Context: an optimization exercise on an open-source flow, tuned for small area, a short achievable clock period and few clock cycles. The choices shown serve that exercise and are no tape-out recipe.
Where RTL was checked, it was by simulation tests only, not by an equivalence proof against the original.

==> flow/design.v (excerpt) <==
module sha256_v2(
    input wire i_clk,
    input wire i_rst,
    input wire i_write,
    input wire [7:0] i_N,
    input wire [8:0] i_bit_miss,
    input wire i_read,
    input wire [31:0] i_data,
    output reg [31:0] o_data,
    output reg o_done
);
    localparam [255:0] IV = {32'h6a09e667, 32'hbb67ae85, 32'h3c6ef372, 32'ha54ff53a,
                             32'h510e527f, 32'h9b05688c, 32'h1f83d9ab, 32'h5be0cd19};
    reg        wr_r;         
    reg        rd_r;         
    reg [7:0]  n_r;          
    reg [8:0]  bm_r;         
    reg [6:0]  t;            
    reg        padblk;       
    reg [7:0]  blk;          
    reg        last_r;       
    reg        ro_en;        
    reg [2:0]  rc;           
    reg [31:0] keep_r;       
    reg [31:0] set_r;        
    reg        first;        
    wire last     = last_r & ~padblk;
    wire need_pad = (bm_r <= 9'd64);
  ...
clock: 20.0 ns
lec_check: 0
abc_area: 1
cap_margin: 20
core_margin: 2
core_utilization: 60
cts_cluster_diameter: 100
cts_cluster_size: 20
slew_margin: 20
standard.sh (not shown) runs the stock make flow with config.mk's settings and CLKGATE_MAP_FILE= SYNTH_SCRIPT=/design/flow/synth_recipe.tcl, a recipe that flattens the netlist after the stock synthesis.
==> flow/flow/run.sh <==
#!/bin/bash
# Layout flow: the standard synthesis, then the standard layout with
# the timing repair told to keep a setup margin, so that it closes the design
# at a shorter period than the 20 ns constraint, and with the ports buffered
# by plain buffers (which the repair may then resize); the flip-flops that
# drive output ports are placed next to the ports' buffers. Each step's full
# output goes to a log file of its own here. The repair after global routing
# keeps a larger margin, for what detailed routing adds.
set -euo pipefail
MARGIN=14.9
GRT_MARGIN=15.1
bash standard.sh synth > synth.log 2>&1
ARGS=("MATCH_CELL_FOOTPRINT=0" "BUFFER_PORTS_ARGS=-buffer_cell sky130_fd_sc_hd__buf_2" "POST_GLOBAL_PLACE_TCL=$PWD/flow/place_io_flops.tcl" "CTS_ARGS=-sink_clustering_enable -repair_clock_nets -sink_clustering_size 20 -sink_clustering_max_diameter 100 -dont_use_dummy_load")
bash standard.sh SETUP_SLACK_MARGIN=$MARGIN "${ARGS[@]}" cts > layout.log 2>&1
bash standard.sh SETUP_SLACK_MARGIN=$GRT_MARGIN "${ARGS[@]}" finish > layout2.log 2>&1
==> flow/flow/place_io_flops.tcl <==
# After global placement: put each flip-flop that drives an output port's
# buffer next to that buffer, so the flop-to-port path has a short wire.
# Detailed placement legalizes the moved cells afterwards.
set block [ord::get_db_block]
set moved 0
foreach bterm [$block getBTerms] {
  if {[$bterm getIoType] ne "OUTPUT"} { continue }
  set net [$bterm getNet]
  if {$net eq "NULL"} { continue }
  set buf ""
  foreach it [$net getITerms] {
    if {[$it isOutputSignal]} { set buf [$it getInst] }
  }
  if {$buf eq ""} { continue }
  set ff ""
  foreach it [$buf getITerms] {
    if {![$it isInputSignal]} { continue }
    set n2 [$it getNet]
    if {$n2 eq "NULL"} { continue }
    foreach jt [$n2 getITerms] {
      if {[$jt isOutputSignal] && [[[$jt getInst] getMaster] isSequential]} { set ff [$jt getInst] }
    }
  }
  if {$ff eq ""} { continue }
  set loc [$buf getLocation]
  $ff setLocation [lindex $loc 0] [lindex $loc 1]
  incr moved
}
puts "place_io_flops: moved $moved flip-flops next to their output buffers"
Change:
--- a/flow/design.v
+++ b/flow/design.v
@@ -189,25 +189,23 @@
     reg [6:0]  t;            
     reg        padblk;       
     reg [7:0]  blk;          
     reg        last_r;       
     reg        ro_en;        
     reg [2:0]  rc;           
     reg [31:0] keep_r;       
     reg [31:0] set_r;        
-    reg        first;        
+    wire first    = (blk == 8'd0) & ~padblk;
     wire last     = last_r & ~padblk;
     wire need_pad = (bm_r <= 9'd64);
     wire t_lo     = ~t[6] & ~t[5] & ~t[4];           
     wire rnd_en   = t_lo ? (wr_r | padblk) : ~t[6];   
     wire t64      = t[6];
-    wire msg_end  = padblk | (last & ~need_pad);     
-    wire fin      = t64 & msg_end;
-    wire fin63    = (t == 7'd63) & msg_end;          
+    wire fin      = t64 & (padblk | (last & ~need_pad));
     wire ring_add = t64 | (t[5] & t[4] & t[3] & t[2] & (t[1] | t[0]));  
     wire iv_ld    = (t == 7'd0) & first & ~wr_r;
     wire [6:0] t_nx      = rnd_en ? t + 7'd1 : (t64 ? 7'd0 : t);
     wire       padblk_nx = t64 ? (~fin & (last | padblk)) : padblk;
     wire [7:0] blk_nx    = ~t64 ? blk : (fin ? 8'd0 : (last ? blk : blk + 8'd1));
     wire       last_nx   = (n_r == blk_nx + 8'd1);
     wire       lo_nx     = ~t_nx[6] & ~t_nx[5] & ~t_nx[4];
     wire [31:0] keep_nx, set_nx;
@@ -225,35 +223,33 @@
     );
     always @(posedge i_clk or negedge i_rst) begin
         if (!i_rst) begin
             wr_r   <= 1'b0;
             t      <= 7'd0;
             padblk <= 1'b0;
             blk    <= 8'd0;
             ro_en  <= 1'b0;
-            first  <= 1'b1;
         end else begin
             wr_r   <= i_write;
             t      <= t_nx;
             padblk <= padblk_nx;
             blk    <= blk_nx;
-            ro_en  <= fin63 | (ro_en & ((t == 7'd0) | t64));
-            first  <= (blk_nx == 8'd0) & ~padblk_nx;
+            ro_en  <= fin | (ro_en & (t == 7'd0));
         end
     end
     always @(posedge i_clk) begin
         rd_r   <= i_read;
-        o_done <= ((t == 7'd63) & ~last & ~padblk) | ((t == 7'd62) & msg_end);
+        o_done <= (t == 7'd63) & ~(last & need_pad);
         n_r    <= i_N;
         bm_r   <= i_bit_miss;
         last_r <= last_nx;
         keep_r <= keep_nx;
         set_r  <= set_nx;
-        if (fin63) rc <= 3'd0;
+        if (fin) rc <= 3'd0;
         else if (ro_en & rd_r & (rc != 3'd7)) rc <= rc + 3'd1;
     end
     reg [31:0] W [0:15];
     wire [31:0] wt;       
     wire [31:0] w_new;
     assign wt = (W[15] & keep_r) | set_r;
     sha256_scheduler_v2 u_sched (
         .w0(W[0]), .w1(W[1]), .w9(W[9]), .w14(W[14]),
@@ -317,23 +313,20 @@
     end
     always @(posedge i_clk) begin
         if (ring_add) begin
             HA0 <= add_a; HA1 <= HA0; HA2 <= HA1; HA3 <= HA2;
             HE0 <= add_e; HE1 <= HE0; HE2 <= HE1; HE3 <= HE2;
         end
     end
     always @(posedge i_clk) begin
-        if (t64) o_data <= add_a;
-        else begin
-            case (rc)
-                3'd0: o_data <= HA0;
-                3'd1: o_data <= HA1;
-                3'd2: o_data <= HA2;
-                3'd3: o_data <= HA3;
-                3'd4: o_data <= HE0;
-                3'd5: o_data <= HE1;
-                3'd6: o_data <= HE2;
-                default: o_data <= HE3;
-            endcase
-        end
+        case (rc)
+            3'd0: o_data <= HA0;
+            3'd1: o_data <= HA1;
+            3'd2: o_data <= HA2;
+            3'd3: o_data <= HA3;
+            3'd4: o_data <= HE0;
+            3'd5: o_data <= HE1;
+            3'd6: o_data <= HE2;
+            default: o_data <= HE3;
+        endcase
     end
 endmodule
Worst setup slack stays flat.
Critical path depth does not change.
Synthesized area barely changes.
Final cell count is about the same.
Count of clock-buffer cells in the layout is unchanged.
Flip-flop and latch count goes down by 1.
Testbench counts after the change, summed over its fixed seeds: cycles 12,948.
The RTL of the first run of this note was laid out without a check of its function.

---

== maple ==
sha256_v2, a different RTL version from the one above (not shown whole).
Size: roughly 6,300 cells after synthesis, ~1,200 flip-flops, ~0.062 mm2 of cells after synthesis.
export LEC_CHECK = 0
export ABC_AREA = 1
export CAP_MARGIN = 20
export CORE_MARGIN = 2
export CORE_UTILIZATION = 60
export CTS_CLUSTER_DIAMETER = 100
export CTS_CLUSTER_SIZE = 20
export SLEW_MARGIN = 20
create_clock -name core_clock -period 20.0 [get_ports {i_clk}]
==> flow/flow/run.sh <==
#!/bin/bash
# Layout flow: the standard synthesis, then the standard layout with
# the timing repair told to keep a setup margin, so that it closes the design
# at a shorter period than the 20 ns constraint, and with the ports buffered
# by plain buffers (which the repair may then resize); the flip-flops that
# drive output ports are placed next to the ports' buffers. Each step's full
# output goes to a log file of its own here.
set -euo pipefail
MARGIN=14.9
bash standard.sh synth > synth.log 2>&1
bash standard.sh SETUP_SLACK_MARGIN=$MARGIN "BUFFER_PORTS_ARGS=-buffer_cell sky130_fd_sc_hd__buf_2" "POST_GLOBAL_PLACE_TCL=$PWD/flow/place_io_flops.tcl" "CTS_ARGS=-sink_clustering_enable -repair_clock_nets -sink_clustering_size 20 -sink_clustering_max_diameter 100 -dont_use_dummy_load" finish > layout.log 2>&1
Scripts as last shown in full above: flow/flow/place_io_flops.tcl
The inputs of lagoon differ from those of maple as listed below.
-- flow/design.v --
<<< maple, line 195
    reg [31:0] keep_r;       
    reg [31:0] set_r;        
    reg        first;        
    wire last     = last_r & ~padblk;
    wire need_pad = (bm_r <= 9'd64);
>>> lagoon, line 195
    reg [31:0] keep_r;       
    reg [31:0] set_r;        
    wire first    = (blk == 8'd0) & ~padblk;
    wire last     = last_r & ~padblk;
    wire need_pad = (bm_r <= 9'd64);
<<< maple, line 229
            blk    <= 8'd0;
            ro_en  <= 1'b0;
            first  <= 1'b1;
        end else begin
            wr_r   <= i_write;
>>> lagoon, line 229
            blk    <= 8'd0;
            ro_en  <= 1'b0;
        end else begin
            wr_r   <= i_write;
<<< maple, line 236
            blk    <= blk_nx;
            ro_en  <= fin | (ro_en & (t == 7'd0));
            first  <= (blk_nx == 8'd0) & ~padblk_nx;
        end
    end
>>> lagoon, line 235
            blk    <= blk_nx;
            ro_en  <= fin | (ro_en & (t == 7'd0));
        end
    end
==> run summary <==
lagoon reached the final stage; the timing, DRC and antenna checks on its layout passed.
maple reports its critical path endpoint as o_data[14] while lagoon reports o_data[5].
Core utilization, lagoon and maple: larger value in maple
maple → lagoon: setup-violating endpoint count in the final report saw little to no change, number of cells in the design after placement went up.
On sequential cell count of the final layout, lagoon and maple are neck and neck.
Going from maple to lagoon, the post-CTS setup repair buffer count was found to have gone down by 8.
Synthesized cell count (lagoon vs. maple) increases slightly
Compared with maple, in lagoon register-to-register path setup slack now larger.
Post-synthesis share of cell area spent on full adders, half adders and majority gates essentially unchanged between maple and lagoon.
Count of plain and timing-repair buffers in the layout in lagoon is 21 below maple.
The final worst-path cycle share was comparable across lagoon and maple.
When lagoon is measured against maple, its total wirelength of the detailed-routed design turns out 1.4% lower.
Testbench counts of lagoon, summed over its fixed seeds: cycles 12,948.
Function not checked in maple: the RTL went through the layout flow alone.

---

== run A ==
sha256_v2, a different RTL version from the one above (not shown whole).
Size: about 86 I/O pins, ~63000 µm² of cells after synthesis.
clock: 20.0 ns
lec_check: 0
cap_margin: 20
core_margin: 2
core_utilization: 40
slew_margin: 20
==> flow/flow/run.sh <==
#!/bin/bash
# Layout flow: the standard synthesis, then the standard layout with
# the timing repair told to keep a setup margin, so that it closes the design
# at a shorter period than the 20 ns constraint. Each step's full output goes
# to a log file of its own here.
set -euo pipefail
MARGIN=14.8
bash standard.sh synth > synth.log 2>&1
bash standard.sh SETUP_SLACK_MARGIN=$MARGIN finish > layout.log 2>&1
The inputs of run B differ from those of run A as listed below.
--- a/flow/design.v
+++ b/flow/design.v
@@ -183,15 +183,14 @@
     reg [16:0] len_r;        
     reg [6:0]  t;            
     reg        padblk;       
     reg [7:0]  blk;          
     reg        last_r;       
     reg        ro_en;        
     reg [2:0]  rc;           
-    reg [5:0]  kj;           
     reg [31:0] keep_r;       
     reg [31:0] set_r;        
     wire first    = (blk == 8'd0) & ~padblk;
     wire last     = last_r & ~padblk;
     wire need_pad = (bm_r <= 9'd64);
     wire t_lo     = ~t[6] & ~t[5] & ~t[4];           
     wire rnd_en   = t_lo ? (wr_r | padblk) : ~t[6];   
@@ -235,15 +234,14 @@
         rd_r   <= i_read;
         n_r    <= i_N;
         bm_r   <= i_bit_miss;
         len_r  <= {n_r, 9'd0} - {8'd0, bm_r};
         last_r <= last_nx;
         keep_r <= keep_nx;
         set_r  <= set_nx;
-        kj     <= t_nx[6] ? 6'd0 : t_nx[5:0] + 6'd1;
         if (fin) rc <= 3'd0;
         else if (ro_en & rd_r & (rc != 3'd7)) rc <= rc + 3'd1;
     end
     reg [31:0] W [0:15];
     wire [31:0] wt;       
     wire [31:0] w_new;
     assign wt = (W[15] & keep_r) | set_r;
@@ -259,15 +257,15 @@
             W[14] <= wt;
         end
         W[15] <= w15_sched ? w_new : i_data;
     end
     reg [31:0] a, b, c, d, e, f, g, hk;
     reg [31:0] HA0, HA1, HA2, HA3, HE0, HE1, HE2, HE3;
     wire [31:0] kc_nx;
-    sha256_functions_v2 u_k (.j(kj), .k_j(kc_nx));
+    sha256_functions_v2 u_k (.j(t_nx[5:0]), .k_j(kc_nx));
     wire [31:0] s0  = {a[1:0], a[31:2]} ^ {a[12:0], a[31:13]} ^ {a[21:0], a[31:22]};
     wire [31:0] s1  = {e[5:0], e[31:6]} ^ {e[10:0], e[31:11]} ^ {e[24:0], e[31:25]};
     wire [31:0] ch  = (e & f) ^ (~e & g);
     wire [31:0] maj = (a & b) | (a & c) | (b & c);
     wire [31:0] p_s = hk ^ wt ^ ch;
     wire [31:0] p_c = {(hk[30:0] & wt[30:0]) | (hk[30:0] & ch[30:0]) | (wt[30:0] & ch[30:0]), 1'b0};
     wire [31:0] m_s = s1 ^ s0 ^ maj;
Results
Across both runs, total iterations of the first detailed-routing run was higher for run B than for run A.
Run B vs. run A: number of CTS-inserted buffers shows a reduction of about 3%; register-to-register slack shows a reduction of 0.32 ns; first-iteration DRC count shows an increase of 458.
The final reports for run B and run A show half-perimeter wire length after placement higher in the former.
Going from run A to run B, area fraction in compound gates after synthesis shrinks by 0.47 points.
Changes observed in run B relative to run A: clock skew roughly the same, final critical-path required period rose 0.091 ns.
Run A vs run B, startpoint-to-endpoint class of the critical path: in -> reg vs reg -> reg
No functional check of the RTL was part of any run of this note.

---

== main ==
sha256_v2 with an RTL version that a note above also has.
Size: ~1,200 flip-flops, ~62,000 um2 of cells after synthesis.
==> flow/config.mk <==
export PLATFORM = sky130hd
export DESIGN_NAME = sha256_v2
export DESIGN_NICKNAME = sha256_v2
export VERILOG_FILES = /design/flow/design.v
export SDC_FILE = /design/flow/constraint.sdc
export NUM_CORES = 8
export LEC_CHECK = 0
export ABC_AREA = 1
export CAP_MARGIN = 20
export CORE_MARGIN = 2
export CORE_UTILIZATION = 60
export CTS_CLUSTER_DIAMETER = 100
export CTS_CLUSTER_SIZE = 20
export SLEW_MARGIN = 20
==> flow/constraint.sdc <==
create_clock -name core_clock -period 20.0 [get_ports {i_clk}]
set_input_delay 4.0000 -clock core_clock [delete_from_list [all_inputs] [get_ports {i_clk}]]
set_output_delay 4.0000 -clock core_clock [all_outputs]
set_load 0.01 [all_outputs]
==> flow/flow/run.sh <==
#!/bin/bash
# Layout flow: the standard synthesis, then the standard layout with
# the timing repair told to keep a setup margin, so that it closes the design
# at a shorter period than the 20 ns constraint, and with the ports buffered
# by plain buffers (which the repair may then resize). Each step's full
# output goes to a log file of its own here.
set -euo pipefail
MARGIN=14.9
bash standard.sh synth > synth.log 2>&1
bash standard.sh SETUP_SLACK_MARGIN=$MARGIN MATCH_CELL_FOOTPRINT=0 "BUFFER_PORTS_ARGS=-buffer_cell sky130_fd_sc_hd__buf_2" "CTS_ARGS=-sink_clustering_enable -repair_clock_nets -sink_clustering_size 20 -sink_clustering_max_diameter 100 -dont_use_dummy_load" finish > layout.log 2>&1
main ended with every stage complete and zero timing, DRC or antenna violations.
> inputs changed (main -> the feature branch)
diff --git a/flow/design.v b/flow/design.v
--- a/flow/design.v
+++ b/flow/design.v
@@ -190,23 +190,21 @@
     reg        padblk;       
     reg [7:0]  blk;          
     reg        last_r;       
     reg        ro_en;        
     reg [2:0]  rc;           
     reg [31:0] keep_r;       
     reg [31:0] set_r;        
-    reg        first;        
+    wire first    = (blk == 8'd0) & ~padblk;
     wire last     = last_r & ~padblk;
     wire need_pad = (bm_r <= 9'd64);
     wire t_lo     = ~t[6] & ~t[5] & ~t[4];           
     wire rnd_en   = t_lo ? (wr_r | padblk) : ~t[6];   
     wire t64      = t[6];
-    wire msg_end  = padblk | (last & ~need_pad);     
-    wire fin      = t64 & msg_end;
-    wire fin63    = (t == 7'd63) & msg_end;          
+    wire fin      = t64 & (padblk | (last & ~need_pad));
     wire ring_add = t64 | (t[5] & t[4] & t[3] & t[2] & (t[1] | t[0]));  
     wire iv_ld    = (t == 7'd0) & first & ~wr_r;
     wire [6:0] t_nx      = rnd_en ? t + 7'd1 : (t64 ? 7'd0 : t);
     wire       padblk_nx = t64 ? (~fin & (last | padblk)) : padblk;
     wire [7:0] blk_nx    = ~t64 ? blk : (fin ? 8'd0 : (last ? blk : blk + 8'd1));
     wire       last_nx   = (n_r == blk_nx + 8'd1);
     wire       lo_nx     = ~t_nx[6] & ~t_nx[5] & ~t_nx[4];
@@ -226,33 +224,31 @@
     always @(posedge i_clk or negedge i_rst) begin
         if (!i_rst) begin
             wr_r   <= 1'b0;
             t      <= 7'd0;
             padblk <= 1'b0;
             blk    <= 8'd0;
             ro_en  <= 1'b0;
-            first  <= 1'b1;
         end else begin
             wr_r   <= i_write;
             t      <= t_nx;
             padblk <= padblk_nx;
             blk    <= blk_nx;
-            ro_en  <= fin63 | (ro_en & ((t == 7'd0) | t64));
-            first  <= (blk_nx == 8'd0) & ~padblk_nx;
+            ro_en  <= fin | (ro_en & (t == 7'd0));
         end
     end
     always @(posedge i_clk) begin
         rd_r   <= i_read;
-        o_done <= ((t == 7'd63) & ~last & ~padblk) | ((t == 7'd62) & msg_end);
+        o_done <= (t == 7'd63) & ~(last & need_pad);
         n_r    <= i_N;
         bm_r   <= i_bit_miss;
         last_r <= last_nx;
         keep_r <= keep_nx;
         set_r  <= set_nx;
-        if (fin63) rc <= 3'd0;
+        if (fin) rc <= 3'd0;
         else if (ro_en & rd_r & (rc != 3'd7)) rc <= rc + 3'd1;
     end
     reg [31:0] W [0:15];
     wire [31:0] wt;       
     wire [31:0] w_new;
     assign wt = (W[15] & keep_r) | set_r;
     sha256_scheduler_v2 u_sched (
@@ -318,22 +314,19 @@
     always @(posedge i_clk) begin
         if (ring_add) begin
             HA0 <= add_a; HA1 <= HA0; HA2 <= HA1; HA3 <= HA2;
             HE0 <= add_e; HE1 <= HE0; HE2 <= HE1; HE3 <= HE2;
         end
     end
     always @(posedge i_clk) begin
-        if (t64) o_data <= add_a;
-        else begin
-            case (rc)
-                3'd0: o_data <= HA0;
-                3'd1: o_data <= HA1;
-                3'd2: o_data <= HA2;
-                3'd3: o_data <= HA3;
-                3'd4: o_data <= HE0;
-                3'd5: o_data <= HE1;
-                3'd6: o_data <= HE2;
-                default: o_data <= HE3;
-            endcase
-        end
+        case (rc)
+            3'd0: o_data <= HA0;
+            3'd1: o_data <= HA1;
+            3'd2: o_data <= HA2;
+            3'd3: o_data <= HA3;
+            3'd4: o_data <= HE0;
+            3'd5: o_data <= HE1;
+            3'd6: o_data <= HE2;
+            default: o_data <= HE3;
+        endcase
     end
 endmodule
The feature branch vs. main: buffering overhead essentially unchanged; sequential cell count of the final layout held. Relative to main, the global-route usage of the feature branch is lower by 4.1 points. The feature branch vs main on final critical-path required period: the feature branch is the lower one. The feature branch vs. main: total number of placement rows went down by 1. Routed wire length (the feature branch over main): decrease, 9.7%. Side by side, fraction of layout instances using a drive strength above 1 turned out lower in the feature branch than in main. First-pass GRT wire length sits lower in the feature branch than in main. In summary, the feature branch completed successfully, with a layout that passed the timing, DRC and antenna checks.
Testbench counts of the feature branch, summed over its fixed seeds: cycles 12,948.
The RTL of main was laid out without a check of its function.

afterwards: timing with drivers on the ports:
No port has a modelled driver above. Below, the same layouts with a new extraction and two added sets of constraints.
Step 1: set_driving_cell puts a clkbuf_16 on i_clk and a buf_2 on each other input, an assumption about the parent block.
Step 2 also shifts input and output timing later by t, the mid clock arrival at the registers, as if the neighbouring blocks saw the same clock.
Slacks: ideal ports / drivers / drivers and shift; pairs: ideal ports / drivers.
| run | shift t [ns] | setup WS [ns] | slew at the worst register clock pin (ns) | worst slew at a driven data input, ns | pins driven straight from the clock port |
|---|---|---|---|---|---|
| the first run of note 1 | 0.727 | 14.870 / 14.788 / 14.323 | 0.09 / 0.09 | 0.07 | 1 |
| the second run of note 1 | 0.732 | 14.869 / 14.788 / 14.481 | 0.10 / 0.10 | 0.09 | 1 |
| maple | 0.718 | 14.880 / 14.804 / 14.302 | 0.10 / 0.10 | 0.05 | 1 |
| lagoon | 0.733 | 14.870 / 14.788 / 14.352 | 0.10 / 0.10 | 0.09 | 1 |
| run A | 0.869 | 14.652 / 14.651 / 13.829 | 0.07 / 0.07 | 0.08 | 1 |
| run B | 0.858 | 14.561 / 14.561 / 13.955 | 0.07 / 0.07 | 0.08 | 1 |
| main | 0.744 | 14.813 / 14.730 / 14.292 | 0.10 / 0.10 | 0.07 | 1 |
| the feature branch | 0.732 | 14.850 / 14.772 / 14.342 | 0.10 / 0.10 | 0.08 | 1 |
After both steps setup and hold are still met in every run listed. The setup slack of run A, which loses most, moves by -0.001 ns with the drivers and by -0.823 ns with both steps.
